This design comes from an exercise in tuning for small area on the open sky130 flow, not from production work. At most, simulation tests tie the RTL to the original design; equivalence was not proved. Function not checked in runs 1 to 5: the RTL went through the layout flow alone. No activity file was given, so power comes from the tool's default toggle rates.

--- flow/design.v ---
module top_stopwatch(
  input wire clk_100mhz,
  input wire rst,
  input wire btn_reset_raw,
  input wire btn_pause_raw,
  input wire sw_adj_raw,
  input wire sw_sel_raw,
  output wire [6:0] seg,
  output wire [3:0] an,
  output wire dp,
  output wire [3:0] led
);
  localparam [5:0] F_R = 6'b011011, F_S1 = 6'b001001, F_S2 = 6'b101101,
                   F_S48 = 6'b001110, F_S49 = 6'b100010, F_J = 6'b111011;
  localparam [6:0] L_R = 7'b0001001, L_S99 = 7'b0011011, L_J = 7'b1001001;
  localparam [11:0] B_R = 12'b011110100011, B_J = 12'b111110100011;
  reg [5:0] f;
  reg [6:0] l;
  reg h;
  reg [11:0] b;
  wire tick_fast = (f == F_J);
  wire upd       = (f == F_S48);               
  wire late      = (f == F_S49) | (f == F_J);  
  wire f1        = (f == F_S1);
  wire f2        = (f == F_S2);
  wire l99       = (l == L_S99);
  wire tick_2hz  = tick_fast & l99;
  wire tick_1hz  = tick_2hz & h;
  wire tick_blink = (b == B_J);
  wire after_2hz = f1 & (l == L_J);
  wire after_1hz = after_2hz & ~h;
  always @(posedge clk_100mhz) begin
    if (rst) begin
      f <= F_R; l <= L_R; h <= 1'b0; b <= B_R;
    end else begin
      f <= {~f[4:0], f[5] ^ f[0] ^ tick_fast};
      if (tick_fast) l <= {~l[5:0], l[6] ^ l[0] ^ (l == L_J)};
      if (tick_2hz) h <= ~h;
      b <= {~b[10:0], b[11] ^ b[2] ^ b[0] ^ tick_blink};
    end
  end
  localparam [3:0] C_S = 4'd12, C_JC = 4'd11, C_10 = 4'd10;
  function [3:0] c_next;
    input [3:0] c;
    input x;
    begin
      if (!x) c_next = C_S;
      else if (c == C_S || c == C_JC) c_next = 4'd0;
      else c_next = c + 4'd1;
    end
  endfunction
  reg o_adj, o_sel, o_rst, o_pau;
  reg [3:0] c_adj, c_sel, c_rst, c_pau;
  wire x_adj = sw_adj_raw ^ o_adj, x_sel = sw_sel_raw ^ o_sel;
  wire x_rst = btn_reset_raw ^ o_rst, x_pau = btn_pause_raw ^ o_pau;
  always @(posedge clk_100mhz) begin
    if (rst) begin
      o_adj <= 1'b0; o_sel <= 1'b0; o_rst <= 1'b0; o_pau <= 1'b0;
      c_adj <= C_S; c_sel <= C_S; c_rst <= C_S; c_pau <= C_S;
    end else if (upd) begin
      c_adj <= c_next(c_adj, x_adj); if (x_adj && c_adj == C_10) o_adj <= ~o_adj;
      c_sel <= c_next(c_sel, x_sel); if (x_sel && c_sel == C_10) o_sel <= ~o_sel;
      c_rst <= c_next(c_rst, x_rst); if (x_rst && c_rst == C_10) o_rst <= ~o_rst;
      c_pau <= c_next(c_pau, x_pau); if (x_pau && c_pau == C_10) o_pau <= ~o_pau;
    end
  end
  wire jc_adj = (c_adj == C_JC), jc_sel = (c_sel == C_JC);
  wire jc_rst = (c_rst == C_JC), jc_pau = (c_pau == C_JC);
  wire sw_adj    = o_adj ^ (late & jc_adj);
  wire sw_sel    = o_sel ^ (late & jc_sel);
  wire btn_reset = o_rst ^ (late & jc_rst);
  wire sys_rst   = rst | btn_reset;
  wire adj_before = o_adj ^ jc_adj;
  wire rst_before = o_rst ^ jc_rst;
  wire pause_tog = f2 & o_pau & ~o_rst & (jc_pau | jc_rst);
  localparam RUN=2'd0, PAUSE=2'd1, AMIN=2'd2, ASEC=2'd3;
  reg [1:0] cur;
  reg resume_to_pause;
  reg [1:0] nxt;
  always @(*) begin
    nxt = cur;
    case (cur)
      RUN, PAUSE: begin
        if (pause_tog) nxt = (cur == RUN) ? PAUSE : RUN;
        else if (sw_adj) nxt = sw_sel ? ASEC : AMIN;
      end
      AMIN: begin
        if (!sw_adj) nxt = resume_to_pause ? PAUSE : RUN;
        else if (sw_sel) nxt = ASEC;
      end
      ASEC: begin
        if (!sw_adj) nxt = resume_to_pause ? PAUSE : RUN;
        else if (!sw_sel) nxt = AMIN;
      end
    endcase
  end
  always @(posedge clk_100mhz) begin
    if (sys_rst) begin
      cur <= RUN; resume_to_pause <= 1'b0;
    end else begin
      cur <= nxt;
      if (cur == PAUSE && sw_adj) resume_to_pause <= 1'b1;
      else if (cur == RUN && sw_adj) resume_to_pause <= 1'b0;
      else if (cur == RUN && pause_tog) resume_to_pause <= 1'b1;
      else if (cur == PAUSE && pause_tog) resume_to_pause <= 1'b0;
    end
  end
  wire use_2hz = cur[1];
  wire sel_minutes = (cur == AMIN);
  wire sel_seconds = (cur == ASEC);
  wire is_run = (cur == RUN);
  wire count_enable = is_run & ~sw_adj;
  wire ok_before = f1 & ~rst_before;
  wire base_sec_ones = ok_before &
    (use_2hz ? (sel_seconds & after_2hz) : (is_run & ~adj_before & after_1hz));
  wire base_min_ones = ok_before & sel_minutes & after_2hz;
  reg [3:0] so, mo;
  reg [2:0] st, mt;
  wire c_so = base_sec_ones & (so == 4'd9);
  wire c_st = c_so & (st == 3'd5);
  wire en_mo = base_min_ones | (c_st & ~use_2hz);
  wire c_mo = en_mo & (mo == 4'd9);
  always @(posedge clk_100mhz) begin
    if (sys_rst) begin so <= 4'd0; st <= 3'd0; mo <= 4'd0; mt <= 3'd0; end
    else begin
      if (base_sec_ones) so <= (so == 4'd9) ? 4'd0 : so + 4'd1;
      if (c_so) st <= (st == 3'd5) ? 3'd0 : st + 3'd1;
      if (en_mo) mo <= (mo == 4'd9) ? 4'd0 : mo + 4'd1;
      if (c_mo) mt <= (mt == 3'd5) ? 3'd0 : mt + 3'd1;
    end
  end
  reg hb_1hz, hb_2hz, hb_blink;
  always @(posedge clk_100mhz) begin
    if (sys_rst) begin hb_1hz <= 1'b0; hb_2hz <= 1'b0; hb_blink <= 1'b0; end
    else begin
      if (tick_1hz) hb_1hz <= ~hb_1hz;
      if (tick_2hz) hb_2hz <= ~hb_2hz;
      if (tick_blink) hb_blink <= ~hb_blink;
    end
  end
  assign led = {~count_enable, hb_blink, hb_2hz, hb_1hz};
  reg [1:0] idx;
  always @(posedge clk_100mhz) begin
    if (sys_rst) idx <= 2'd0;
    else if (tick_fast) idx <= idx + 2'd1;
  end
  reg [3:0] bcd;
  always @(*) begin
    case (idx)
      2'd0: bcd = so;
      2'd1: bcd = {1'b0, st};
      2'd2: bcd = mo;
      default: bcd = {1'b0, mt};
    endcase
  end
  wire blank = use_2hz & ~hb_blink & (sel_minutes ? idx[1] : ~idx[1]);
  reg [6:0] seg_n;
  always @(*) begin
    case (bcd)
      4'd0: seg_n = 7'b1000000;
      4'd1: seg_n = 7'b1111001;
      4'd2: seg_n = 7'b0100100;
      4'd3: seg_n = 7'b0110000;
      4'd4: seg_n = 7'b0011001;
      4'd5: seg_n = 7'b0010010;
      4'd6: seg_n = 7'b0000010;
      4'd7: seg_n = 7'b1111000;
      4'd8: seg_n = 7'b0000000;
      4'd9: seg_n = 7'b0010000;
      default: seg_n = 7'b1111111;
    endcase
  end
  assign seg = blank ? 7'b1111111 : seg_n;
  assign an = ~(4'b0001 << idx);
  assign dp = 1'b1;
endmodule
--- flow/run.sh ---
#!/bin/bash
# synth_recipe.tcl (not shown) runs the flow's synth.tcl, then flattens the netlist and writes it again
# the make line also repeats each setting of config.mk as NAME=value (left out here)
make -C /OpenROAD-flow-scripts/flow DESIGN_CONFIG=/design/flow/config.mk WORK_HOME=/design/flow/orfs CLKGATE_MAP_FILE= SYNTH_SCRIPT=/design/flow/synth_recipe.tcl finish
--- flow/config.mk ---
export PLATFORM = sky130hd
export DESIGN_NAME = top_stopwatch
export DESIGN_NICKNAME = top_stopwatch
export VERILOG_FILES = /design/flow/design.v
export SDC_FILE = /design/flow/constraint.sdc
export NUM_CORES = 4
export LEC_CHECK = 0
export ABC_AREA = 1
export CAP_MARGIN = 20
export CORE_MARGIN = 2
export CORE_UTILIZATION = 40
export CTS_BUF_LIST = sky130_fd_sc_hd__clkbuf_8
export CTS_CLUSTER_SIZE = 20
export SLEW_MARGIN = 20
--- flow/constraint.sdc ---
create_clock -name core_clock -period 10.0 [get_ports {clk_100mhz}]
set_input_delay 2.0000 -clock core_clock [delete_from_list [all_inputs] [get_ports {clk_100mhz}]]
set_output_delay 2.0000 -clock core_clock [all_outputs]
set_load 0.01 [all_outputs]
==> results_dict.tcl, run 1 <==
set metrics [dict create \
    finalCritPeriodShare_pct 47.5 \
    synth-async-reset-ratio_pct 0 \
    clk_pin_slew_ps 80 \
    path_delay_family "buffers and inverters" \
    grt_use_total_pct 15.7 \
    synth.top_cells.by_area "dfxtp_1 (37%), nand2_1 (9.1%), ha_1 (7.4%)" \
    cp_slowest_cell "clkdlybuf4s50_1" \
    syn_area_sq_um 3710 \
    drtAntennaViolNets 0 \
    worst_pin_slew_ps 829 \
    power.leakage_nw 1.84 \
    htree_levels 3 \
    clock-skew-final_ps 8.92 \
    synth_top_area_share_pct 36.7 \
    syn2layout_area_growth_pct 12.2 \
    antenna_cells 0 \
    required_ps 8000 \
    worst_setup_path_end_kind "output pin" \
    grt_setup_unrepaired "no" \
    cts_buffer_depth 2 \
    antenna_found_initial 0 \
    fmax_ghz 0.211 \
    dieWidth_um 100 \
    netlist.top_cell.by_area "dfxtp_1" \
    synth_seq_area_share_pct 36.7 \
    synth_compound_area_share_pct 15.3 \
    core_sq_um 9110 \
    dp_slack_ps 5620 \
    synthMuxAreaShare_pct 0.304 \
    io-pin-count 22 \
    avgViaCountPerCell 4.94 \
    vdd_drop_max_mv 0.106 \
    drv_cap 0 \
    final_max_slew_viol_count 0 \
    finalSetupTns_ps 0 \
    yosysMostFrequentCell "nand2_1" \
    yosysUniqueCellTypes 44 \
    synth_xor_area_share_pct 3.78 \
    fin_nets 553 \
    synthCells 510 \
    cts_tree "done" \
    cts-buffers-inserted 9 \
    post_cts_resized 0 \
    yosys_most_used_dff "dfxtp_1" \
    arrival_ps 2750 \
    overflow 0 \
    ctsHoldBuffers 0 \
    dr.pass1.iters 4 \
    cp-start-kind "flip-flop" \
    hold_path_class "flip-flop to flip-flop" \
    clock_latency_ps 350 \
    grt_max_degree 27 \
    synth_simple_gate_area_share_pct 26.3 \
    die_area_sq_um 10100 \
    grt_pass1_wl_um 13100 \
    layout-drive-gt1-share_pct 8.30 \
    synth.top_cells.by_count "nand2_1 (90), dfxtp_1 (68), inv_1 (67)" \
    timing.critical_path.cells "inv_1 -> ha_1 -> inv_1 -> o21ai_0 -> nor2_1 -> a21oi_1 -> ha_1 -> or2_2 -> nand2_1 -> nand2_1 -> clkdlybuf4s50_1" \
    port_buffers 20 \
    routedWlPerCell_um 11.5 \
    die_h_um 100 \
    finalHoldViolations 0 \
    post_cts_buffers 0 \
    yosys_warnings 1 \
    clock-root-buffer "clkbuf_8" \
    p_per_area_nw_per_um2 133 \
    hpwl_um 5390 \
    syn_avg_cell_area_sq_um 7.27 \
    worst_slack_ps 5250 \
    fp-row-count 35 \
    period_minus_slack_ps 4750 \
    mappedNetlistNets 538 \
    drt_wl_total_um 7360 \
    gp_congestion 0.870 \
    max_stage_delay_ps 480 \
    grt_pass1_vias 2998 \
    synth_top_family_by_area "simple AND/OR/NAND/NOR gates" \
    initial_utilization_pct 40.7 \
    synth_seq_cells 68 \
    setup_viol 0 \
    cts_sinks 68 \
    via_count 3168 \
    crit_buf_inv 3 \
    drtIter0Drc 119 \
    drc 0 \
    synth_edf_count 0 \
    worstSetupPathType "flip-flop to output pin" \
    synthAdderAreaFrac_pct 7.42 \
    status "timing/DRC/antenna clean" \
    slew_headroom_pct 44.6 \
    worstPathMaxFanout 5 \
]
[state kept, by name, indices dropped and copies added (netlist names), 2 cells and up]
signal and count:
b 12, l 7, f 6, c_adj 4
c_pau 4, c_rst 4, c_sel 4, mo 4
so 4, mt 3, st 3, cur 2
idx 2
[area by class of cell]
cell class	instances	area, sq um
well taps	111	139
inverters	74	278
flip-flops and latches	68	1360
fillers	936	4950
repair buffers	21	208
clock inverters	7	80.1
clock buffers	9	124
multi-input cells	351	1970
[metrics by stage]
stage	instance area [sq um]	hold WS, ps	util [%]	power (mW)	instances
after CTS	4160	401	45.7	0.561	641
after global routing	4160	415	45.7	0.579	641
after floorplan	3710	366	-	0.314	510
after detailed placement	3960	380	43.4	0.324	625
after global placement	3960	373	43.4	0.324	625
final	4160	396	45.7	0.552	641
[per-layer routing]
layer | part of all wire (%) | wire length, um | global-route usage, % | vias up
li1 | - | - | - | 1692
met1 | 50 | 3650 | 20.6 | 1429
met2 | 45 | 3350 | 25.9 | 41
met3 | 3.9 | 286 | 4.25 | 6
met4 | 0.98 | 72 | 3.69 | 0
met5 | 0 | 0 | 0 | -
[layout by cell type (no fill, tap or decap), drive strengths merged, types with 2 or more instances in the layout]
cell,netlist,layout
nand2,95,95
inv,74,78
dfxtp,68,68
nor2,54,54
nand3,42,42
a21oi,39,39
o21ai,36,36
ha,22,22
clkdlybuf4s50,0,20
xor2,10,10
clkbuf,8,9
nand4,9,9
nor3,9,9
xnor2,6,6
a211oi,5,5
o311a,3,3
a22oi,3,3
a31oi,3,3
o22ai,2,2
o31ai,2,2
clkinvlp,0,2
[worst reg2reg max path, cell delays in order, from the launching register on]
cell and delay (ps):
dfxtp_1 360, inv_1 70, nor2_1 120, nand3_1 590, inv_1 630, o21ai_0 160
a221o_1 310
[worst paths after layout]
path	cells past startpoint	to	slack (ps)	from
worst max-delay path	11	seg[3]	5250	idx[1]
worst min-delay path	1	b[8]	400	b[7]
worst max register to register	6	c_rst[2]	7660	f[1]
worst min register to register	1	b[8]	400	b[7]
[cell families (layout without fill, tap and decap cells)]
logic type,count (synthesis),after routing
mux,1,1
buf+inv,91,111
other cells,1,1
simple gates,213,213
fa+ha+maj,22,22
flops,68,68
compound gates,98,98
xor+xnor,16,16
[where the power goes]
| group | internal, mW | leakage (nW) | switching (mW) |
|---|---|---|---|
| logic | 0.0131 | 1.19 | 0.0206 |
| registers | 0.278 | 0.553 | 0.00597 |
| clock network | 0.119 | 0.0973 | 0.116 |
| total | 0.409 | 1.84 | 0.142 |
==> run 2: changes to the inputs <==
==> flow/flow/run.sh (new file) <==
#!/bin/bash
# Own layout flow: the standard flow, with three changes:
#  1. after the standard synthesis (kept as is, registers untouched), the
#     combinational logic between the registers is re-mapped by ABC with an
#     area-oriented script (flip-flop instances, names and cells are kept);
#  2. ports are buffered with the smallest buffer (buf_1);
#  3. clock tree synthesis without dummy loads, with small clock buffers.
# Each tool's output goes to a log file of its own in the work folder.
set -euo pipefail
W=$(pwd)
R=$W/orfs/results/${FLOW_PLATFORM:-sky130hd}/top_stopwatch/base
LIB=$FLOW_HOME/platforms/sky130hd/lib/sky130_fd_sc_hd__tt_025C_1v80.lib
source $W/flow/knobs.sh

bash standard.sh synth > $W/log_1_standard_synth.log 2>&1

# cell functions of the combinational cells (sequential cells stay black boxes)
yosys -q -p "read_liberty -ignore_miss_func $LIB; write_verilog -noattr $W/cells_all.v" > $W/log_2_cells.log 2>&1
awk '/^module /{buf=""; keep=1} {buf=buf $0 "\n"} /always|reg /{keep=0} /^endmodule/{if(keep) printf "%s\n", buf; buf=""}' \
  $W/cells_all.v > $W/cells_comb.v
DU=$(sed -n '/DONT_USE_CELLS += /,/^#/p' $FLOW_HOME/platforms/sky130hd/config.mk | grep -o "sky130_fd_sc_hd__[a-z0-9_]*" | sed 's/^/-dont_use /' | tr '\n' ' ')
cp $R/1_2_yosys.v $W/synth_standard.v
cp $W/flow/remap.abc $W/remap.abc
yosys -p "read_liberty -lib $LIB; read_verilog -overwrite $W/cells_comb.v; read_verilog $W/synth_standard.v; \
  hierarchy -top $FLOW_TOP; flatten; proc; techmap; opt -fast -purge; \
  abc -liberty $LIB $DU -script $W/remap.abc; opt_clean -purge; \
  hilomap -singleton -hicell sky130_fd_sc_hd__conb_1 HI -locell sky130_fd_sc_hd__conb_1 LO; \
  splitnets; opt_clean -purge; stat -liberty $LIB; write_verilog -noattr -nohex -nodec $W/synth_remapped.v" \
  > $W/log_3_remap.log 2>&1
cp $W/synth_remapped.v $R/1_2_yosys.v
rm -f $R/1_synth.odb $R/1_synth.sdc

bash standard.sh > $W/log_4_standard_rest.log 2>&1
==> flow/flow/knobs.sh (new file) <==
export BUFFER_PORTS_ARGS="-buffer_cell sky130_fd_sc_hd__buf_1"
export CTS_ARGS="-sink_clustering_enable -repair_clock_nets -sink_clustering_size 20 -buf_list sky130_fd_sc_hd__clkbuf_8 -dont_use_dummy_load"
==> flow/flow/remap.abc (new file) <==
strash; &get -n; &fraig -x; &put; balance -l; resub -K 6 -l; rewrite -l; resub -K 6 -N 2 -l; refactor -l; resub -K 8 -l; balance -l; resub -K 8 -N 2 -l; rewrite -l; resub -K 10 -l; rewrite -z -l; resub -K 10 -N 2 -l; balance -l; resub -K 12 -l; refactor -z -l; resub -K 12 -N 2 -l; rewrite -z -l; balance -l; balance -l; resub -K 6 -l; rewrite -l; resub -K 6 -N 2 -l; refactor -l; resub -K 8 -l; balance -l; resub -K 8 -N 2 -l; rewrite -l; resub -K 10 -l; rewrite -z -l; resub -K 10 -N 2 -l; balance -l; resub -K 12 -l; refactor -z -l; resub -K 12 -N 2 -l; rewrite -z -l; balance -l; strash; &get -n; &dch -f; &nf -R 1000; &put
==> flow/standard.sh (new file) <==
#!/bin/bash
# synth_recipe.tcl (not shown) runs the flow's synth.tcl, then flattens the netlist and writes it again
# the make line also repeats each setting of config.mk as NAME=value (left out here)
make -C /OpenROAD-flow-scripts/flow DESIGN_CONFIG=/design/flow/config.mk WORK_HOME=/design/flow/orfs CLKGATE_MAP_FILE= SYNTH_SCRIPT=/design/flow/synth_recipe.tcl "${@:-finish}"
--- a/flow/config.mk
+++ b/flow/config.mk
@@ -10,5 +10,3 @@
 export CORE_MARGIN = 2
 export CORE_UTILIZATION = 40
-export CTS_BUF_LIST = sky130_fd_sc_hd__clkbuf_8
-export CTS_CLUSTER_SIZE = 20
 export SLEW_MARGIN = 20
removed: flow/run.sh
==> run 2 against run 1 <==
Still clean on timing, DRC and antenna. Register-to-register slack got worse by 1200 ps. Global-route usage increased by 0.25 points. Worst setup slack improved by 6.7 ps. Area after synthesis decreased by 19%. Non-clock buffer count unchanged. Largest power group unchanged.
==> results_dict.tcl, run 2 <==
set metrics [dict create \
    status "timing/DRC/antenna clean" \
    cts_sinks 68 \
    timing.critical_path.cells "nor2b_1 -> nand3_1 -> nor2_2 -> clkinv_1 -> o41ai_1 -> mux2i_1 -> nand2_1 -> buf_1" \
    cts_tree "done" \
    internal_power_mw 0.367 \
    power_frac_seq_pct 59.6 \
    antenna_cells 0 \
    syn2layout_area_growth_pct 11.4 \
    fin_nets 382 \
    worstSetupPathType "flip-flop to output pin" \
    required_ps 8000 \
    fin_area_sq_um 3330 \
    power.leakage_nw 1.10 \
    total_power_mw 0.476 \
    dr.pass1.iters 4 \
    crit_buf_inv 2 \
    dp_slack_ps 5330 \
    holdWs_ps 400 \
    synthCells 344 \
    r2r-end "mt[2]" \
    crit_path_end "led[3]" \
    grt_pass1_wl_um 10700 \
    setup_viol 0 \
    mostFrequentLayoutCell "dfxtp_1" \
    mappedNetlistNets 350 \
    worst_setup_path_end_kind "output pin" \
    worstSetupPathDepth 8 \
    cp_slowest_cell "nor2_2" \
    port_buffers 20 \
    grt_pass1_vias 2350 \
    io-pin-count 22 \
    die_area_sq_um 8190 \
    syn_avg_cell_area_sq_um 8.70 \
    gp_congestion 0.799 \
    layout.cells.non_filler 473 \
    htree_levels 3 \
    final_max_slew_viol_count 0 \
    clock_latency_ps 350 \
    num-fill-cells 715 \
    max_stage_delay_ps 570 \
    power.switching_mw 0.109 \
    layout-drive-gt1-share_pct 4.28 \
    dp_cells 464 \
    post_cts_buffers 0 \
    clock-skew-final_ps 31.7 \
    drv_cap 0 \
    final_util_pct 45.9 \
    seq_area_sq_um 1360 \
    overflow 0 \
    worstSetupStartpoint "f[3]" \
    multi_input_area_sq_um 1610 \
    yosys_warnings 1 \
    top_register "b" \
    arrival_ps 2740 \
    dieWidth_um 90.5 \
    initial_utilization_pct 41.2 \
    grt_max_degree 47 \
    ctsHoldBuffers 0 \
    drtIter0Drc 67 \
    cts_buffer_depth 2 \
    fmax_ghz 0.211 \
    post_cts_resized 0 \
    vdd_drop_max_mv 0.0732 \
    antenna_found_initial 0 \
    clk_pin_slew_ps 80 \
    ff2ff_path_depth 19 \
    largest_reg_flops 12 \
    drc 0 \
    core_sq_um 7250 \
    finalSetupTns_ps 0 \
    path_delay_family "simple AND/OR/NAND/NOR gates" \
    timing.rr.start "c_adj[3]" \
    cp-start-kind "flip-flop" \
    grt_use_total_pct 16.0 \
    cts-buffers-inserted 9 \
    worst_pin_slew_ps 886 \
    r2r_slack_ps 6480 \
    worstPathMaxFanout 19 \
    drtAntennaViolNets 0 \
    hold_path_class "flip-flop to flip-flop" \
    syn_area_sq_um 2990 \
    finalHoldViolations 0 \
    avgViaCountPerCell 5.26 \
    place_area_sq_um 3210 \
    fp-row-count 31 \
    drt_wl_total_um 5900 \
    via_count 2486 \
    sw_frac_of_total_pct 22.8 \
    slew_headroom_pct 40.9 \
    reg_top3 "b: 12 flops, l: 7 flops, f: 6 flops" \
    most-common-layout-cells "dfxtp_1 (68), nor2_1 (54), nand2_1 (25)" \
    hpwl_um 4140 \
    grt_setup_unrepaired "no" \
    worst_slack_ps 5260 \
    routedWlPerCell_um 12.5 \
    p_per_area_nw_per_um2 143 \
    finalCritPeriodShare_pct 47.4 \
    clock_power_share_pct 35.3 \
    clock-root-buffer "clkbuf_8" \
    die_h_um 90.5 \
    power.share.combinational_pct 5.1 \
    period_minus_slack_ps 4740 \
]
-- run 2: final cells by class --
type | instances | share of cell area, %
well taps | 99 | 3.72
multi-input cells | 268 | 48.3
flip-flops and latches | 68 | 40.9
repair buffers | 21 | 2.52
inverters | 8 | 0.901
clock buffers | 9 | 3.72
-- run 2: power groups by stage --
| stage | sequential, mW | clock [mW] | combinational [mW] |
|---|---|---|---|
| floorplan | 0.288 | 0 | 0.0168 |
| global placement | 0.290 | 0 | 0.0244 |
| CTS | 0.284 | 0.175 | 0.0245 |
| finish | 0.284 | 0.168 | 0.0243 |
| detailed placement | 0.290 | 0 | 0.0244 |
| global route | 0.285 | 0.188 | 0.0280 |
-- run 2: routing by layer --
metal  part of all wire, %  up-vias  track usage [%]
met5                     0        -                0
met1                    51     1131             20.5
met3                   2.9        9             4.84
met4                   1.7        0             5.77
li1                      -     1320                -
met2                    45       26             25.3
-- run 2: worst reg2reg max path, stage by stage, from the launching register on --
cell	delay [ps]
dfxtp_1	400
nand2_1	70
nor2_1	170
nand2_1	120
xnor2_1	240
nor4_1	80
a21oi_1	120
nor2_1	70
and2_0	230
a21oi_1	210
and2_0	270
nand2_1	110
nor2_1	130
nand3_1	90
o31ai_1	210
nor2b_1	270
and2_0	250
o21a_1	180
nor2_1	40
a211oi_1	180
-- run 2: worst min-delay path by stage --
stage          start    to  slack, ps  cells past startpoint
5_1_grt         b[7]  b[8]        410                      1
3_5_place_dp    b[4]  b[5]        380                      1
2_1_floorplan   b[6]  b[7]        360                      1
4_1_cts         b[4]  b[5]        400                      1
6_report        b[4]  b[5]        400                      1
3_3_place_gp    b[4]  b[5]        380                      1
==> run 3: changes to the inputs <==
--- a/flow/design.v
+++ b/flow/design.v
@@ -40,13 +40,21 @@
     end
   end
-  localparam [3:0] C_S = 4'd12, C_JC = 4'd11, C_10 = 4'd10;
-  function [3:0] c_next;
+  localparam [3:0] C_S = 4'b1111;
+  function [3:0] c_adv;
     input [3:0] c;
-    input x;
     begin
-      if (!x) c_next = C_S;
-      else if (c == C_S || c == C_JC) c_next = 4'd0;
-      else c_next = c + 4'd1;
+      c_adv[0] = ~c[0];
+      c_adv[1] = c[1] ^ c[0];
+      c_adv[2] = ~c[3] & (c[2] ^ (c[1] & c[0]));
+      c_adv[3] = (c[2] & c[1] & c[0]) | (c[3] & ~(c[1] & c[0]));
     end
+  endfunction
+  function is_jc;
+    input [3:0] c;
+    is_jc = c[3] & ~c[2] & c[1] & c[0];
+  endfunction
+  function is_10;
+    input [3:0] c;
+    is_10 = c[3] & c[1] & ~c[0];
   endfunction
   reg o_adj, o_sel, o_rst, o_pau;
@@ -54,4 +62,6 @@
   wire x_adj = sw_adj_raw ^ o_adj, x_sel = sw_sel_raw ^ o_sel;
   wire x_rst = btn_reset_raw ^ o_rst, x_pau = btn_pause_raw ^ o_pau;
+  wire [3:0] a_adj = c_adv(c_adj), a_sel = c_adv(c_sel);
+  wire [3:0] a_rst = c_adv(c_rst), a_pau = c_adv(c_pau);
   always @(posedge clk_100mhz) begin
     if (rst) begin
@@ -59,12 +69,12 @@
       c_adj <= C_S; c_sel <= C_S; c_rst <= C_S; c_pau <= C_S;
     end else if (upd) begin
-      c_adj <= c_next(c_adj, x_adj); if (x_adj && c_adj == C_10) o_adj <= ~o_adj;
-      c_sel <= c_next(c_sel, x_sel); if (x_sel && c_sel == C_10) o_sel <= ~o_sel;
-      c_rst <= c_next(c_rst, x_rst); if (x_rst && c_rst == C_10) o_rst <= ~o_rst;
-      c_pau <= c_next(c_pau, x_pau); if (x_pau && c_pau == C_10) o_pau <= ~o_pau;
+      c_adj <= x_adj ? a_adj : C_S; if (x_adj && is_10(c_adj)) o_adj <= ~o_adj;
+      c_sel <= x_sel ? a_sel : C_S; if (x_sel && is_10(c_sel)) o_sel <= ~o_sel;
+      c_rst <= x_rst ? a_rst : C_S; if (x_rst && is_10(c_rst)) o_rst <= ~o_rst;
+      c_pau <= x_pau ? a_pau : C_S; if (x_pau && is_10(c_pau)) o_pau <= ~o_pau;
     end
   end
-  wire jc_adj = (c_adj == C_JC), jc_sel = (c_sel == C_JC);
-  wire jc_rst = (c_rst == C_JC), jc_pau = (c_pau == C_JC);
+  wire jc_adj = is_jc(c_adj), jc_sel = is_jc(c_sel);
+  wire jc_rst = is_jc(c_rst), jc_pau = is_jc(c_pau);
   wire sw_adj    = o_adj ^ (late & jc_adj);
   wire sw_sel    = o_sel ^ (late & jc_sel);
==> flow/flow/knobs.sh (replaced) <==
export BUFFER_PORTS_ARGS="-buffer_cell sky130_fd_sc_hd__buf_1"
export CTS_ARGS="-sink_clustering_enable -repair_clock_nets -sink_clustering_size 35 -buf_list sky130_fd_sc_hd__clkbuf_16 -dont_use_dummy_load"
==> run 3 against run 2 <==
Clock skew down 13 ps. Still clean. Highest routed layer unchanged. First-iteration DRC count up 13%. Sequential power about the same. Utilization up 1.2 points.
==> results_dict.tcl, run 3 <==
set metrics [dict create \
    period_minus_slack_ps 4830 \
    via_count 2399 \
    core_sq_um 7180 \
    mappedNetlistNets 337 \
    clock-skew-final_ps 19.0 \
    final_max_slew_viol_count 0 \
    syn_avg_cell_area_sq_um 8.83 \
    hold_path_class "flip-flop to flip-flop" \
    most-common-layout-cells "dfxtp_1 (68), nor2_1 (38), nand2_1 (31)" \
    drtAntennaViolNets 0 \
    hold_depth 1 \
    ff2ff_path_depth 17 \
    finalCritPeriodShare_pct 48.3 \
    clock_latency_ps 330 \
    synthCells 331 \
    timing.rr.start "l[3]" \
    drv_cap 0 \
    cts-buffers-inserted 9 \
    fp-row-count 31 \
    grt_setup_unrepaired "no" \
    post_cts_buffers 0 \
    antenna_cells 0 \
    grt_pass1_wl_um 10000 \
    routedWlPerCell_um 12.4 \
    total_power_mw 0.562 \
    gp_congestion 0.815 \
    worstSetupPathType "flip-flop to output pin" \
    clk_pin_slew_ps 50 \
    status "timing/DRC/antenna clean" \
    min_to "b[7]" \
    required_ps 8000 \
    worst_setup_path_end_kind "output pin" \
    setup_viol 0 \
    vdd_drop_max_mv 0.0914 \
    cts_tree "done" \
    largest_reg_flops 12 \
    syn_area_sq_um 2920 \
    dr.pass1.iters 4 \
    cts_buffer_depth 2 \
    grt_use_total_pct 16.4 \
    r2r_slack_ps 6050 \
    mostFrequentLayoutCell "dfxtp_1" \
    grt_max_degree 42 \
    power.leakage_nw 1.21 \
    holdCritStartpoint "b[6]" \
    cp-start-kind "flip-flop" \
    r2r-end "mt[2]" \
    layout.cells.non_filler 462 \
    worst_slack_ps 5170 \
    num-fill-cells 720 \
    post_cts_resized 0 \
    drc 0 \
    slew_headroom_pct 29.6 \
    worst_pin_slew_ps 1050 \
    drtIter0Drc 76 \
    layout-drive-gt1-share_pct 4.68 \
    fmax_ghz 0.207 \
    syn2layout_area_growth_pct 15.7 \
    ctsHoldBuffers 0 \
    die_area_sq_um 8000 \
    hpwl_um 4010 \
    worstPathMaxFanout 20 \
    finalSetupTns_ps 0 \
    clock-root-buffer "clkbuf_16" \
    top_register "b" \
    dieWidth_um 89.5 \
    overflow 0 \
    cts_sinks 68 \
    dp_slack_ps 5490 \
    finalHoldViolations 0 \
    fin_nets 371 \
    htree_levels 3 \
    reg_top3 "b: 12 flops, l: 7 flops, f: 6 flops" \
    die_h_um 89.5 \
    p_per_area_nw_per_um2 166 \
    yosys_warnings 1 \
    io-pin-count 22 \
    final_util_pct 47.1 \
    drt_wl_total_um 5740 \
    avgViaCountPerCell 5.19 \
    arrival_ps 2830 \
    grt_pass1_vias 2209 \
    fin_area_sq_um 3380 \
    holdWs_ps 390 \
    place_area_sq_um 3150 \
    initial_utilization_pct 40.7 \
    dp_cells 453 \
    antenna_found_initial 0 \
    port_buffers 20 \
]
## run 3: worst max path at each step
| stage | start | to | slack, ps | depth (start not counted) |
|---|---|---|---|---|
| 3_3_place_gp | f[4] | led[3] | 5550 | 6 |
| 4_1_cts | f[4] | led[3] | 5130 | 6 |
| 3_5_place_dp | f[4] | led[3] | 5490 | 6 |
| 6_report | f[4] | led[3] | 5170 | 6 |
| 5_1_grt | f[5] | led[3] | 4870 | 6 |
| 2_1_floorplan | f[4] | led[3] | 5480 | 5 |
## run 3: cell type report
cell class | instances | area [sq um] | share of cell area [%]
Timing Repair Buffer | 23 | 97.6 | 2.89
Tap cell | 99 | 124 | 3.67
Inverter | 6 | 22.5 | 0.666
Clock buffer | 9 | 225 | 6.66
Multi-Input combinational cell | 257 | 1550 | 45.8
Sequential cell | 68 | 1360 | 40.3
## run 3: report_power, final
part	switching (mW)	internal (mW)
logic	0.0130	0.00983
clock network	0.0970	0.157
registers	0.00674	0.278
## run 3: critical path: stages (launching register included)
cell      delay [ps]
dfxtp_1          440
nand4_1          150
nor3b_2          880
a31o_1           260
mux2i_1          490
nand3b_1         140
buf_1            150
## run 3: layer usage
metal | vias to the layer above | wire length (um) | global-route usage, %
li1 | 1270 | - | -
met1 | 1081 | 2830 | 20.5
met2 | 33 | 2540 | 25.1
met3 | 15 | 180 | 3.51
met4 | 0 | 193 | 11.7
met5 | - | 0 | 0
==> run 4: changes to the inputs <==
==> flow/flow/knobs.sh (replaced) <==
export BUFFER_PORTS_ARGS="-buffer_cell sky130_fd_sc_hd__buf_1"
export CTS_ARGS="-sink_clustering_enable -repair_clock_nets -sink_clustering_size 30 -sink_clustering_max_diameter 100 -buf_list sky130_fd_sc_hd__clkbuf_8 -dont_use_dummy_load"
==> run 4 against run 3 <==
Count of clock-buffer cells in the layout is the same. Worst hold slack improved by 4.4 ps. First-iteration DRC count increased by 22%. Cell count unchanged. Critical path depth is the same. Routed wire length down 1.8%. Clock power is 35% lower. Global-route usage is 0.56 points lower. Total power shrank 16%. Critical endpoint unchanged. Highest routed layer unchanged.
==> results_dict.tcl, run 4 <==
set metrics [dict create \
    worst_setup_path_end_kind "output pin" \
    finalHoldViolations 0 \
    ctsHoldBuffers 0 \
    period_minus_slack_ps 4840 \
    cts_sinks 68 \
    antenna_found_initial 0 \
    io-pin-count 22 \
    worstSetupPathType "flip-flop to output pin" \
    worstSetupPathDepth 6 \
    layout-drive-gt1-share_pct 4.68 \
    dr.pass1.iters 4 \
    hold_path_class "flip-flop to flip-flop" \
    initial_utilization_pct 40.7 \
    timing.rr.start "l[3]" \
    setup_viol 0 \
    r2r-end "mt[2]" \
    htree_levels 3 \
    die_area_sq_um 8000 \
    clk_pin_slew_ps 70 \
    overflow 0 \
    top_register "b" \
    arrival_ps 2840 \
    yosys_warnings 1 \
    syn2layout_area_growth_pct 12.2 \
    ff2ff_path_depth 17 \
    hold_depth 1 \
    worstPathMaxFanout 20 \
    crit_buf_inv 1 \
    grt_pass1_wl_um 9810 \
    core_sq_um 7180 \
    cp_slowest_cell "nor3b_2" \
    drc 0 \
    fin_nets 371 \
    mostFrequentLayoutCell "dfxtp_1" \
    avgViaCountPerCell 5.20 \
    final_max_slew_viol_count 0 \
    drv_cap 0 \
    clock_latency_ps 330 \
    num-fill-cells 737 \
    total_power_mw 0.472 \
    hpwl_um 4010 \
    grt_pass1_vias 2201 \
    required_ps 8000 \
    drtIter0Drc 93 \
    post_cts_resized 0 \
    syn_area_sq_um 2920 \
    port_buffers 20 \
    clock-skew-final_ps 27.4 \
    largest_reg_flops 12 \
    fmax_ghz 0.207 \
    die_h_um 89.5 \
    path_delay_family "simple AND/OR/NAND/NOR gates" \
    slew_headroom_pct 29.5 \
    finalCritPeriodShare_pct 48.4 \
    drtAntennaViolNets 0 \
    multi_input_area_sq_um 1550 \
    max_stage_delay_ps 880 \
    cts_buffer_depth 2 \
    antenna_cells 0 \
    gp_congestion 0.815 \
    clock-root-buffer "clkbuf_8" \
    dieWidth_um 89.5 \
    seq_area_sq_um 1360 \
    cp-start-kind "flip-flop" \
    most-common-layout-cells "dfxtp_1 (68), nor2_1 (38), nand2_1 (31)" \
    p_per_area_nw_per_um2 144 \
    holdCritStartpoint "b[6]" \
    post_cts_buffers 0 \
    synthCells 331 \
    via_count 2401 \
    mappedNetlistNets 337 \
    min_to "b[7]" \
    power.leakage_nw 1.17 \
    timing.critical_path.cells "nand4_1 -> nor3b_2 -> a31o_1 -> mux2i_1 -> nand3b_1 -> buf_1" \
    grt_setup_unrepaired "no" \
    finalSetupTns_ps 0 \
    status "timing/DRC/antenna clean" \
    cts_tree "done" \
    grt_max_degree 42 \
    syn_avg_cell_area_sq_um 8.83 \
    grt_use_total_pct 15.9 \
    reg_top3 "b: 12 flops, l: 7 flops, f: 6 flops" \
    worst_pin_slew_ps 1050 \
    vdd_drop_max_mv 0.0652 \
    drt_wl_total_um 5640 \
    routedWlPerCell_um 12.2 \
    fp-row-count 31 \
    cts-buffers-inserted 9 \
    r2r_slack_ps 6040 \
]
run 4: metrics by stage:
step           setup WS (ps)  instance area (sq um)  hold slack, ps  cells  utilization [%]
2_1_floorplan           5480                   2920             364    331                -
3_3_place_gp            5550                   3150             375    453             44.0
3_5_place_dp            5490                   3150             378    453             44.0
4_1_cts                 5120                   3280             397    462             45.7
5_1_grt                 4850                   3280             415    462             45.7
6_report                5160                   3280             394    462             45.7
run 4: per-layer routing:
layer	vias up	global-route usage [%]	part of all wire, %
met1	1088	20.1	50
li1	1267	-	-
met3	11	3.79	3.9
met4	0	8.41	2.2
met5	-	0	0
met2	35	25.0	44
run 4: final cells by class:
class / instances / share of cell area (%)
clock buffer: 9 / 3.78
inverter: 6 / 0.687
multi-input combinational: 257 / 47.3
sequential: 68 / 41.5
tap: 99 / 3.78
timing repair buffer: 23 / 2.98
run 4: how the worst max path moves through the flow:
stage,startpoint,end,slack (ps)
floorplan,f[4],led[3],5480
global placement,f[4],led[3],5550
detailed placement,f[4],led[3],5490
CTS,f[4],led[3],5120
global route,f[5],led[3],4850
finish,f[4],led[3],5160
run 4: worst reg2reg max path, delay by kind of cell, from the launching register on:
family | cells | cell delay (ps)
AOI/OAI and AO/OA | 5 | 910
and+or+nand+nor | 12 | 2630
DFF | 1 | 340
run 4: power breakdown:
group | total (mW) | switching [mW] | internal [mW]
Clock | 0.165 | 0.0853 | 0.0800
Combinational | 0.0228 | 0.0129 | 0.00983
Sequential | 0.284 | 0.00671 | 0.278
==> run 5: changes to the inputs <==
--- a/flow/design.v
+++ b/flow/design.v
@@ -47,5 +47,5 @@
       c_adv[1] = c[1] ^ c[0];
       c_adv[2] = ~c[3] & (c[2] ^ (c[1] & c[0]));
-      c_adv[3] = (c[2] & c[1] & c[0]) | (c[3] & ~(c[1] & c[0]));
+      c_adv[3] = (~c[3] & c[2] & c[1] & c[0]) | (c[3] & ~(c[1] & c[0]));
     end
   endfunction
@@ -84,40 +84,18 @@
   wire rst_before = o_rst ^ jc_rst;
   wire pause_tog = f2 & o_pau & ~o_rst & (jc_pau | jc_rst);
-  localparam RUN=2'd0, PAUSE=2'd1, AMIN=2'd2, ASEC=2'd3;
-  reg [1:0] cur;
-  reg resume_to_pause;
-  reg [1:0] nxt;
-  always @(*) begin
-    nxt = cur;
-    case (cur)
-      RUN, PAUSE: begin
-        if (pause_tog) nxt = (cur == RUN) ? PAUSE : RUN;
-        else if (sw_adj) nxt = sw_sel ? ASEC : AMIN;
-      end
-      AMIN: begin
-        if (!sw_adj) nxt = resume_to_pause ? PAUSE : RUN;
-        else if (sw_sel) nxt = ASEC;
-      end
-      ASEC: begin
-        if (!sw_adj) nxt = resume_to_pause ? PAUSE : RUN;
-        else if (!sw_sel) nxt = AMIN;
-      end
-    endcase
-  end
+  reg m, s, p;
   always @(posedge clk_100mhz) begin
     if (sys_rst) begin
-      cur <= RUN; resume_to_pause <= 1'b0;
+      m <= 1'b0; s <= 1'b0; p <= 1'b0;
     end else begin
-      cur <= nxt;
-      if (cur == PAUSE && sw_adj) resume_to_pause <= 1'b1;
-      else if (cur == RUN && sw_adj) resume_to_pause <= 1'b0;
-      else if (cur == RUN && pause_tog) resume_to_pause <= 1'b1;
-      else if (cur == PAUSE && pause_tog) resume_to_pause <= 1'b0;
+      m <= sw_adj & (m | ~pause_tog);
+      s <= sw_sel;
+      if (~m & pause_tog) p <= ~p;
     end
   end
-  wire use_2hz = cur[1];
-  wire sel_minutes = (cur == AMIN);
-  wire sel_seconds = (cur == ASEC);
-  wire is_run = (cur == RUN);
+  wire use_2hz = m;
+  wire sel_minutes = m & ~s;
+  wire sel_seconds = m & s;
+  wire is_run = ~m & ~p;
   wire count_enable = is_run & ~sw_adj;
   wire ok_before = f1 & ~rst_before;
@@ -164,5 +142,5 @@
     endcase
   end
-  wire blank = use_2hz & ~hb_blink & (sel_minutes ? idx[1] : ~idx[1]);
+  wire blank = m & ~hb_blink & (s ? ~idx[1] : idx[1]);
   reg [6:0] seg_n;
   always @(*) begin
==> flow/flow/knobs.sh (replaced) <==
export BUFFER_PORTS_ARGS="-buffer_cell sky130_fd_sc_hd__buf_1"
export CTS_ARGS="-sink_clustering_enable -repair_clock_nets -buf_list sky130_fd_sc_hd__clkbuf_2 -root_buf sky130_fd_sc_hd__clkbuf_4 -dont_use_dummy_load"
==> run 5 against run 4 <==
Largest power group unchanged. Die area fell by 0.61%. Worst hold slack got worse by 12 ps. Highest routed layer unchanged. Global-route usage shrank 0.088 points. Synthesized cell count is 1.2% higher. Clock skew is 12 ps lower. Count of clock-buffer cells in the layout stayed put. Worst setup slack improved by 300 ps.
==> results_dict.tcl, run 5 <==
set metrics [dict create \
    status "timing/DRC/antenna clean" \
    cts_sinks 68 \
    timing.critical_path.cells "nor2b_1 -> a22oi_1 -> nand2_1 -> o21ai_0 -> nor2b_1 -> a21boi_0 -> nand2_1 -> o21ai_0 -> nand2b_1 -> buf_1" \
    worstPathMaxFanout 9 \
    p_per_area_nw_per_um2 134 \
    fin_nets 374 \
    holdWs_ps 383 \
    grt_pass1_vias 2196 \
    syn2layout_area_growth_pct 9.87 \
    core_sq_um 7140 \
    layout.cells.non_filler 465 \
    avgViaCountPerCell 5.29 \
    drt_wl_total_um 5810 \
    power.leakage_nw 1.14 \
    finalSetupTns_ps 0 \
    slew_headroom_pct 40.2 \
    grt_setup_unrepaired "no" \
    initial_utilization_pct 40.7 \
    setup_viol 0 \
    dp_cells 456 \
    grt_max_degree 44 \
    worst_pin_slew_ps 885 \
    port_buffers 20 \
    final_max_slew_viol_count 0 \
    ctsHoldBuffers 0 \
    die_h_um 89.2 \
    overflow 0 \
    via_count 2459 \
    path_delay_family "simple AND/OR/NAND/NOR gates" \
    hpwl_um 3970 \
    syn_avg_cell_area_sq_um 8.67 \
    clock-root-buffer "clkbuf_4" \
    worst_slack_ps 5460 \
    drv_cap 0 \
    mostFrequentLayoutCell "dfxtp_1" \
    grt_pass1_wl_um 9760 \
    routedWlPerCell_um 12.5 \
    finalHoldViolations 0 \
    yosys_warnings 1 \
    grt_use_total_pct 15.8 \
    drtAntennaViolNets 0 \
    worst_setup_path_end_kind "output pin" \
    required_ps 8000 \
    vdd_drop_max_mv 0.0712 \
    arrival_ps 2540 \
    cts_tree "done" \
    drtIter0Drc 130 \
    crit_buf_inv 1 \
    cp-start-kind "flip-flop" \
    clock-skew-final_ps 15.9 \
    top_register "b" \
    syn_area_sq_um 2900 \
    antenna_cells 0 \
    synthCells 335 \
    fp-row-count 31 \
    cts_buffer_depth 2 \
    io-pin-count 22 \
    reg_top3 "b: 12 flops, l: 7 flops, f: 6 flops" \
    mappedNetlistNets 341 \
    clock_latency_ps 400 \
    layout-drive-gt1-share_pct 3.55 \
    dieWidth_um 89.2 \
    worstSetupPathType "flip-flop to output pin" \
    drc 0 \
    clk_pin_slew_ps 100 \
    hold_path_class "flip-flop to flip-flop" \
    dr.pass1.iters 4 \
    place_area_sq_um 3120 \
    fmax_ghz 0.220 \
    post_cts_buffers 0 \
    largest_reg_flops 12 \
    most-common-layout-cells "dfxtp_1 (68), nor2_1 (45), nand2_1 (32)" \
    die_area_sq_um 7950 \
    finalCritPeriodShare_pct 45.4 \
    gp_congestion 0.779 \
    fin_area_sq_um 3190 \
    max_stage_delay_ps 470 \
    post_cts_resized 0 \
    period_minus_slack_ps 4540 \
    htree_levels 3 \
    antenna_found_initial 0 \
    dp_slack_ps 5920 \
    cts-buffers-inserted 9 \
    cp_slowest_cell "dfxtp_1" \
]
run 5: layout make-up:
cell class / instances / area, sq um
Fill cell: 755 / 3950
Multi-Input combinational cell: 256 / 1510
Sequential cell: 68 / 1360
Tap cell: 99 / 124
Timing Repair Buffer: 22 / 90.1
Clock buffer: 9 / 67.6
Inverter: 11 / 41.3
run 5: per-stage QoR:
step / util (%) / total power, mW
after global placement: 43.7 / 0.311
after CTS: 44.7 / 0.437
final: 44.7 / 0.428
after detailed placement: 43.7 / 0.311
after floorplan: - / 0.303
after global routing: 44.7 / 0.451
run 5: routing by layer:
layer / up-vias / GRT usage [%] / part of all wire, %
met1: 1126 / 20.1 / 50
met3: 10 / 5.54 / 4.3
met4: 0 / 6.78 / 1.7
met5: - / 0 / 0
li1: 1279 / - / -
met2: 44 / 24.2 / 44
run 5: worst reg2reg max path: stages (launching register included):
cell and delay (ps):
dfxtp_1 340, nor2_1 110, nand3_1 90, or3_1 340, or4_1 520, nor3_1 660, clkinv_1 200, nor3_1 270
nand3_1 100, a21oi_1 140
run 5: final timing paths:
kind	slack [ps]	startpoint	cells after the start	end
setup / recovery	5460	idx[0]	10	seg[4]
hold / removal	380	b[9]	1	b[10]
setup reg to reg	7140	l[5]	9	st[2]
hold reg to reg	380	b[9]	1	b[10]
run 5: report_power, final:
part           leakage [nW]  switching (mW)  internal, mW
Clock                0.0414          0.0813        0.0418
Sequential            0.554         0.00601         0.277
Combinational         0.550          0.0126       0.00911
==> run 6: changes to the inputs <==
--- a/flow/design.v
+++ b/flow/design.v
@@ -156,5 +156,10 @@
       4'd8: seg_n = 7'b0000000;
       4'd9: seg_n = 7'b0010000;
-      default: seg_n = 7'b1111111;
+      4'd10: seg_n = 7'b0100100;
+      4'd11: seg_n = 7'b0110000;
+      4'd12: seg_n = 7'b0011001;
+      4'd13: seg_n = 7'b0010010;
+      4'd14: seg_n = 7'b0000010;
+      default: seg_n = 7'b1111000;
     endcase
   end
==> run 6 against run 5 <==
Synthesized cell count up 2.4%. Flip-flop and latch count unchanged. Cell count up 1.7%. Clock power about the same. Die area up 1.2%. Final area up 1.0%. Maximum frequency up 1.4%. Routed wire length up 0.36%. Critical path type unchanged. Critical endpoint is now seg[3].
==> results_dict.tcl, run 6 <==
set metrics [dict create \
    status "timing/DRC/antenna clean" \
    htree_levels 3 \
    via_count 2505 \
    power_frac_seq_pct 65.7 \
    period_minus_slack_ps 4480 \
    reg_top3 "b: 12 flops, l: 7 flops, f: 6 flops" \
    power.leakage_nw 1.14 \
    dr.pass1.iters 4 \
    grt_pass1_vias 2254 \
    drt_wl_total_um 5830 \
    p_per_area_nw_per_um2 134 \
    power.switching_mw 0.103 \
    worstPathMaxFanout 9 \
    avgViaCountPerCell 5.30 \
    met2_usage_pct 22.7 \
    die_area_sq_um 8050 \
    clock-skew-final_ps 41.6 \
    ctsHoldBuffers 0 \
    grt_setup_unrepaired "no" \
    fin_nets 382 \
    drv_cap 0 \
    largest_reg_flops 12 \
    worst_setup_path_end_kind "output pin" \
    clk_pin_slew_ps 120 \
    core_sq_um 7180 \
    die_h_um 89.7 \
    drtIter0Drc 116 \
    syn_avg_cell_area_sq_um 8.57 \
    clock_power_share_pct 29.0 \
    mappedNetlistNets 349 \
    grt_use_total_pct 15.4 \
    post_cts_buffers 0 \
    top_register "b" \
    routedWlPerCell_um 12.3 \
    power.share.combinational_pct 5.3 \
    cts_sinks 68 \
    layout-drive-gt1-share_pct 3.21 \
    cp-start-kind "flip-flop" \
    internal_power_mw 0.328 \
    fmax_ghz 0.223 \
    grt_max_degree 43 \
    finalCritPeriodShare_pct 44.8 \
    clock-root-buffer "clkbuf_4" \
    gp_congestion 0.843 \
    io-pin-count 22 \
    worst_pin_slew_ps 930 \
    syn2layout_area_growth_pct 9.57 \
    arrival_ps 2480 \
    hold_path_class "flip-flop to flip-flop" \
    grt_use_met1_pct 21.6 \
    dieWidth_um 89.7 \
    post_cts_resized 0 \
    cts-buffers-inserted 9 \
    setup_viol 0 \
    syn_area_sq_um 2940 \
    synthCells 343 \
    use_met3_pct 3.10 \
    cp_slowest_cell "dfxtp_1" \
    mostFrequentLayoutCell "dfxtp_1" \
    fp-row-count 31 \
    hpwl_um 4100 \
    antenna_found_initial 0 \
    path_delay_family "compound AO/OA/AOI/OAI gates" \
    vdd_drop_max_mv 0.0986 \
    cts_buffer_depth 2 \
    antenna_cells 0 \
    crit_buf_inv 2 \
    max_stage_delay_ps 520 \
    cts_tree "done" \
    final_max_slew_viol_count 0 \
    finalSetupTns_ps 0 \
    drc 0 \
    timing.critical_path.cells "nor2b_1 -> a22oi_1 -> a21oi_1 -> clkinv_1 -> a211oi_1 -> a31oi_1 -> a21o_1 -> buf_1" \
    finalHoldViolations 0 \
    port_buffers 20 \
    drtAntennaViolNets 0 \
    clock_latency_ps 410 \
    sw_frac_of_total_pct 23.9 \
    grt_pass1_wl_um 10400 \
    grt-busiest-layer "met2" \
    worstSetupPathType "flip-flop to output pin" \
    initial_utilization_pct 41.0 \
    required_ps 8000 \
    yosys_warnings 1 \
    slew_headroom_pct 37.2 \
    most-common-layout-cells "dfxtp_1 (68), nor2_1 (43), nand2_1 (31)" \
    total_power_mw 0.431 \
    overflow 0 \
]
[run 6: final cells by class]
type | instances | area, sq um
clock buffer | 9 | 67.6
fill | 722 | 3950
inverter | 12 | 45.0
multi-input combinational | 263 | 1530
sequential | 68 | 1360
tap | 99 | 124
timing repair buffer | 22 | 90.1
[run 6: power by group through the flow]
stage	sequential (mW)	clock [mW]	combinational, mW
finish	0.283	0.125	0.0227
detailed placement	0.289	0	0.0228
global placement	0.289	0	0.0224
floorplan	0.288	0	0.0156
global route	0.284	0.143	0.0257
CTS	0.283	0.130	0.0229
[run 6: worst reg2reg max path, delay by kind of cell, from the launching register on]
family | cells | cell delay, ps
and+or+nand+nor | 5 | 1430
AOI/OAI and AO/OA | 4 | 710
DFF | 1 | 410
buffers and inverters | 2 | 300
[run 6: layer usage]
layer,part of all wire (%),up-vias,wire [um]
met5,0,-,0
met4,1.9,0,112
met3,2.9,13,169
met2,42,39,2470
met1,53,1145,3080
li1,-,1308,-
[run 6: path summary, 6_finish.rpt]
kind         startpoint  slack, ps  depth (start not counted)     end
max reg2reg        f[3]       7130                         11   mo[1]
min reg2reg        b[5]        410                          1    b[6]
max              idx[1]       5520                          8  seg[3]
min                b[5]        410                          1    b[6]
[run 6: per-stage QoR]
stage	utilization [%]	worst slack (ps)	hold slack [ps]	cells	area, sq um
detailed placement	44.0	5970	384	464	3150
CTS	44.9	5510	403	473	3220
global placement	44.0	6080	375	464	3150
global route	44.9	5210	410	473	3220
finish	44.9	5520	407	473	3220
floorplan	-	6090	369	343	2940
==> run 7: changes to the inputs <==
--- a/flow/design.v
+++ b/flow/design.v
@@ -20,12 +20,12 @@
   reg [11:0] b;
   wire tick_fast = (f == F_J);
-  wire upd       = (f == F_S48);               
-  wire late      = (f == F_S49) | (f == F_J);  
-  wire f1        = (f == F_S1);
+  wire upd       = ~f[5] & ~f[4] & f[2] & f[1];  
+  wire late      = (f[5] & ~f[3] & ~f[2] & f[1] & ~f[0]) | tick_fast;  
+  wire f1        = ~f[5] & ~f[4] & f[3] & ~f[2] & ~f[1];  
   wire f2        = (f == F_S2);
   wire l99       = (l == L_S99);
   wire tick_2hz  = tick_fast & l99;
   wire tick_1hz  = tick_2hz & h;
-  wire tick_blink = (b == B_J);
+  wire tick_blink = &{b[11:7], ~b[6], b[5], ~b[4], ~b[3], b[0]};  
   wire after_2hz = f1 & (l == L_J);
   wire after_1hz = after_2hz & ~h;
@@ -41,11 +41,12 @@
   end
   localparam [3:0] C_S = 4'b1111;
-  function [3:0] c_adv;
+  function [3:0] c_nxt;
     input [3:0] c;
+    input x;
     begin
-      c_adv[0] = ~c[0];
-      c_adv[1] = c[1] ^ c[0];
-      c_adv[2] = ~c[3] & (c[2] ^ (c[1] & c[0]));
-      c_adv[3] = (~c[3] & c[2] & c[1] & c[0]) | (c[3] & ~(c[1] & c[0]));
+      c_nxt[0] = ~(c[0] & x);
+      c_nxt[1] = ~x | (c[0] & ~c[1]) | (~c[0] & c[1]);
+      c_nxt[2] = ~x | (~c[0] & c[2]) | (~c[1] & c[2]) | (c[0] & c[1] & ~c[2] & ~c[3]);
+      c_nxt[3] = ~x | (~c[1] & c[3]) | (~c[0] & c[3]) | (c[0] & c[1] & c[2] & ~c[3]);
     end
   endfunction
@@ -62,6 +63,6 @@
   wire x_adj = sw_adj_raw ^ o_adj, x_sel = sw_sel_raw ^ o_sel;
   wire x_rst = btn_reset_raw ^ o_rst, x_pau = btn_pause_raw ^ o_pau;
-  wire [3:0] a_adj = c_adv(c_adj), a_sel = c_adv(c_sel);
-  wire [3:0] a_rst = c_adv(c_rst), a_pau = c_adv(c_pau);
+  wire [3:0] n_adj = c_nxt(c_adj, x_adj), n_sel = c_nxt(c_sel, x_sel);
+  wire [3:0] n_rst = c_nxt(c_rst, x_rst), n_pau = c_nxt(c_pau, x_pau);
   always @(posedge clk_100mhz) begin
     if (rst) begin
@@ -69,8 +70,8 @@
       c_adj <= C_S; c_sel <= C_S; c_rst <= C_S; c_pau <= C_S;
     end else if (upd) begin
-      c_adj <= x_adj ? a_adj : C_S; if (x_adj && is_10(c_adj)) o_adj <= ~o_adj;
-      c_sel <= x_sel ? a_sel : C_S; if (x_sel && is_10(c_sel)) o_sel <= ~o_sel;
-      c_rst <= x_rst ? a_rst : C_S; if (x_rst && is_10(c_rst)) o_rst <= ~o_rst;
-      c_pau <= x_pau ? a_pau : C_S; if (x_pau && is_10(c_pau)) o_pau <= ~o_pau;
+      c_adj <= n_adj; if (x_adj && is_10(c_adj)) o_adj <= ~o_adj;
+      c_sel <= n_sel; if (x_sel && is_10(c_sel)) o_sel <= ~o_sel;
+      c_rst <= n_rst; if (x_rst && is_10(c_rst)) o_rst <= ~o_rst;
+      c_pau <= n_pau; if (x_pau && is_10(c_pau)) o_pau <= ~o_pau;
     end
   end
--- a/flow/config.mk
+++ b/flow/config.mk
@@ -7,6 +7,7 @@
 export LEC_CHECK = 0
 export ABC_AREA = 1
-export CAP_MARGIN = 20
+export CAP_MARGIN = 0
 export CORE_MARGIN = 2
 export CORE_UTILIZATION = 40
-export SLEW_MARGIN = 20
+export GPL_TIMING_DRIVEN = 0
+export SLEW_MARGIN = 0
==> run 7 against run 6 <==
Critical endpoint unchanged. Sequential power up 2%. Final area shrank 3.1%. Still clean on timing, DRC and antenna. Sequential share of layout area up 1.4 points.
==> results_dict.tcl, run 7 <==
set metrics [dict create \
    status "timing/DRC/antenna clean" \
    grt_pass1_vias 2035 \
    gp_congestion 0.804 \
    power.leakage_nw 1.10 \
    syn2layout_area_growth_pct 9.43 \
    finalCritPeriodShare_pct 49.1 \
    cts_tree "done" \
    synthCells 329 \
    setup_viol 0 \
    cp_slowest_cell "a21boi_0" \
    dieWidth_um 88.4 \
    grt_use_total_pct 14.9 \
    die_h_um 88.4 \
    drtIter0Drc 131 \
    fp-row-count 30 \
    dp_cells 445 \
    fin_nets 366 \
    grt_setup_unrepaired "no" \
    syn_avg_cell_area_sq_um 8.67 \
    most-common-layout-cells "dfxtp_1 (68), nor2_1 (48), nand2_1 (32)" \
    timing.critical_path.cells "nor2b_1 -> a222oi_1 -> a21boi_0 -> o21ai_0 -> or2_0 -> a31oi_1 -> o21bai_1 -> buf_1" \
    post_cts_resized 0 \
    cts_buffer_depth 2 \
    core_sq_um 6830 \
    hold_path_class "flip-flop to flip-flop" \
    vdd_drop_max_mv 0.0598 \
    clock_latency_ps 400 \
    yosys_warnings 1 \
    p_per_area_nw_per_um2 141 \
    final_util_pct 45.7 \
    layout-drive-gt1-share_pct 3.07 \
    drc 0 \
    place_area_sq_um 3050 \
    fin_area_sq_um 3120 \
    period_minus_slack_ps 4910 \
    drtAntennaViolNets 0 \
    num-fill-cells 694 \
    worstPathMaxFanout 6 \
    clock-root-buffer "clkbuf_4" \
    hpwl_um 3770 \
    slew_headroom_pct 30.5 \
    grt_max_degree 42 \
    antenna_found_initial 0 \
    holdWs_ps 380 \
    drt_wl_total_um 5550 \
    avgViaCountPerCell 5.22 \
    reg_top3 "b: 12 flops, l: 7 flops, f: 6 flops" \
    port_buffers 20 \
    antenna_cells 0 \
    ctsHoldBuffers 0 \
    post_cts_buffers 0 \
    largest_reg_flops 12 \
    required_ps 8000 \
    layout.cells.non_filler 454 \
    worst_pin_slew_ps 1030 \
    worst_setup_path_end_kind "output pin" \
    syn_area_sq_um 2850 \
    via_count 2371 \
    cp-start-kind "flip-flop" \
    clock-skew-final_ps 20.7 \
    cts-buffers-inserted 9 \
    arrival_ps 2910 \
    mostFrequentLayoutCell "dfxtp_1" \
    cts_sinks 68 \
    grt_pass1_wl_um 9090 \
    drv_cap 0 \
    routedWlPerCell_um 12.2 \
    finalHoldViolations 0 \
    mappedNetlistNets 335 \
    worstSetupPathType "flip-flop to output pin" \
    die_area_sq_um 7820 \
    initial_utilization_pct 41.7 \
    finalSetupTns_ps 0 \
    final_max_slew_viol_count 0 \
    overflow 0 \
    dr.pass1.iters 5 \
    htree_levels 3 \
    top_register "b" \
    clk_pin_slew_ps 100 \
    fmax_ghz 0.204 \
    io-pin-count 22 \
    max_stage_delay_ps 570 \
]
[run 7: cell count changes in the layout (fill, tap and decap cells not counted), moves of 4 or more]
cell     delta
nor2_1      +5
a21oi_1     -7
xnor2_1     +4
nor3b_1     -4
nand4_1     -5
[run 7: metrics by stage]
stage,power [mW],setup slack (ps)
final,0.439,5090
after global routing,0.461,4920
after CTS,0.444,5150
after detailed placement,0.321,5610
after global placement,0.320,5250
after floorplan,0.311,5910
[run 7: layout make-up]
class	instances	area, sq um	share of cell area [%]
multi-input cells	250	1450	46.6
repair buffers	20	76.3	2.45
flip-flops and latches	68	1360	43.6
inverters	11	41.3	1.32
clock buffers	9	67.6	2.17
well taps	96	120	3.85
[run 7: power breakdown]
group	leakage [nW]	total, mW	internal, mW	switching, mW
clock	0.0414	0.124	0.0418	0.0823
sequential	0.554	0.288	0.279	0.00824
combinational	0.508	0.0268	0.0111	0.0157
[run 7: path summary, 6_finish.rpt]
path	from	end	slack [ps]	cells past startpoint
setup / recovery	idx[1]	seg[3]	5090	8
hold / removal	b[1]	b[2]	380	1
setup reg to reg	c_adj[0]	mt[2]	6230	15
hold reg to reg	b[1]	b[2]	380	1
[run 7: worst max-delay path: cells and delay by family, from the launching register on]
family	cells	cell delay [ps]
flops	1	440
buf+inv	1	160
compound gates	5	1500
simple gates	2	420
[run 7: per-layer routing]
layer | part of all wire, % | GRT usage [%]
met3 | 3.2 | 3.26
met4 | 2.1 | 8.40
met1 | 53 | 20.2
met5 | 0 | 0
met2 | 41 | 21.8

==> static timing again, ports no longer ideal <==
How much do the figures lean on ideal ports? The routed layouts below were timed once more, with nothing changed but the port constraints.
Step 1 (the two cells are an assumption about what drives the block):
set clk [get_ports {clk_100mhz}]
set_driving_cell -lib_cell sky130_fd_sc_hd__clkbuf_16 $clk
set_driving_cell -lib_cell sky130_fd_sc_hd__buf_2 [delete_from_list [all_inputs] $clk]
Step 2 times the ports against the registers' clock, not the clock port: input delays grow and output delays shrink by t, the midpoint of the rising clock arrivals with the driver on.
Slacks: ideal / step 1 / step 2; pairs: ideal / step 1.
run	t (ns)	setup slack, ns	worst setup path after step 2	worst data-port slew with drivers (ns)	pins driven straight from the clock port
run 1	0.373	5.254 / 5.225 / 5.599	register to output	0.03	1
run 2	0.361	5.260 / 5.232 / 5.593	register to output	0.03	1
run 3	0.353	5.166 / 5.131 / 5.484	register to output	0.03	1
run 4	0.348	5.160 / 5.132 / 5.480	register to output	0.03	1
run 5	0.420	5.458 / 5.429 / 5.849	register to output	0.03	1
run 6	0.413	5.521 / 5.495 / 5.908	register to output	0.03	1
run 7	0.415	5.089 / 5.062 / 5.478	register to output	0.03	1
After both steps every run listed still meets setup and hold.
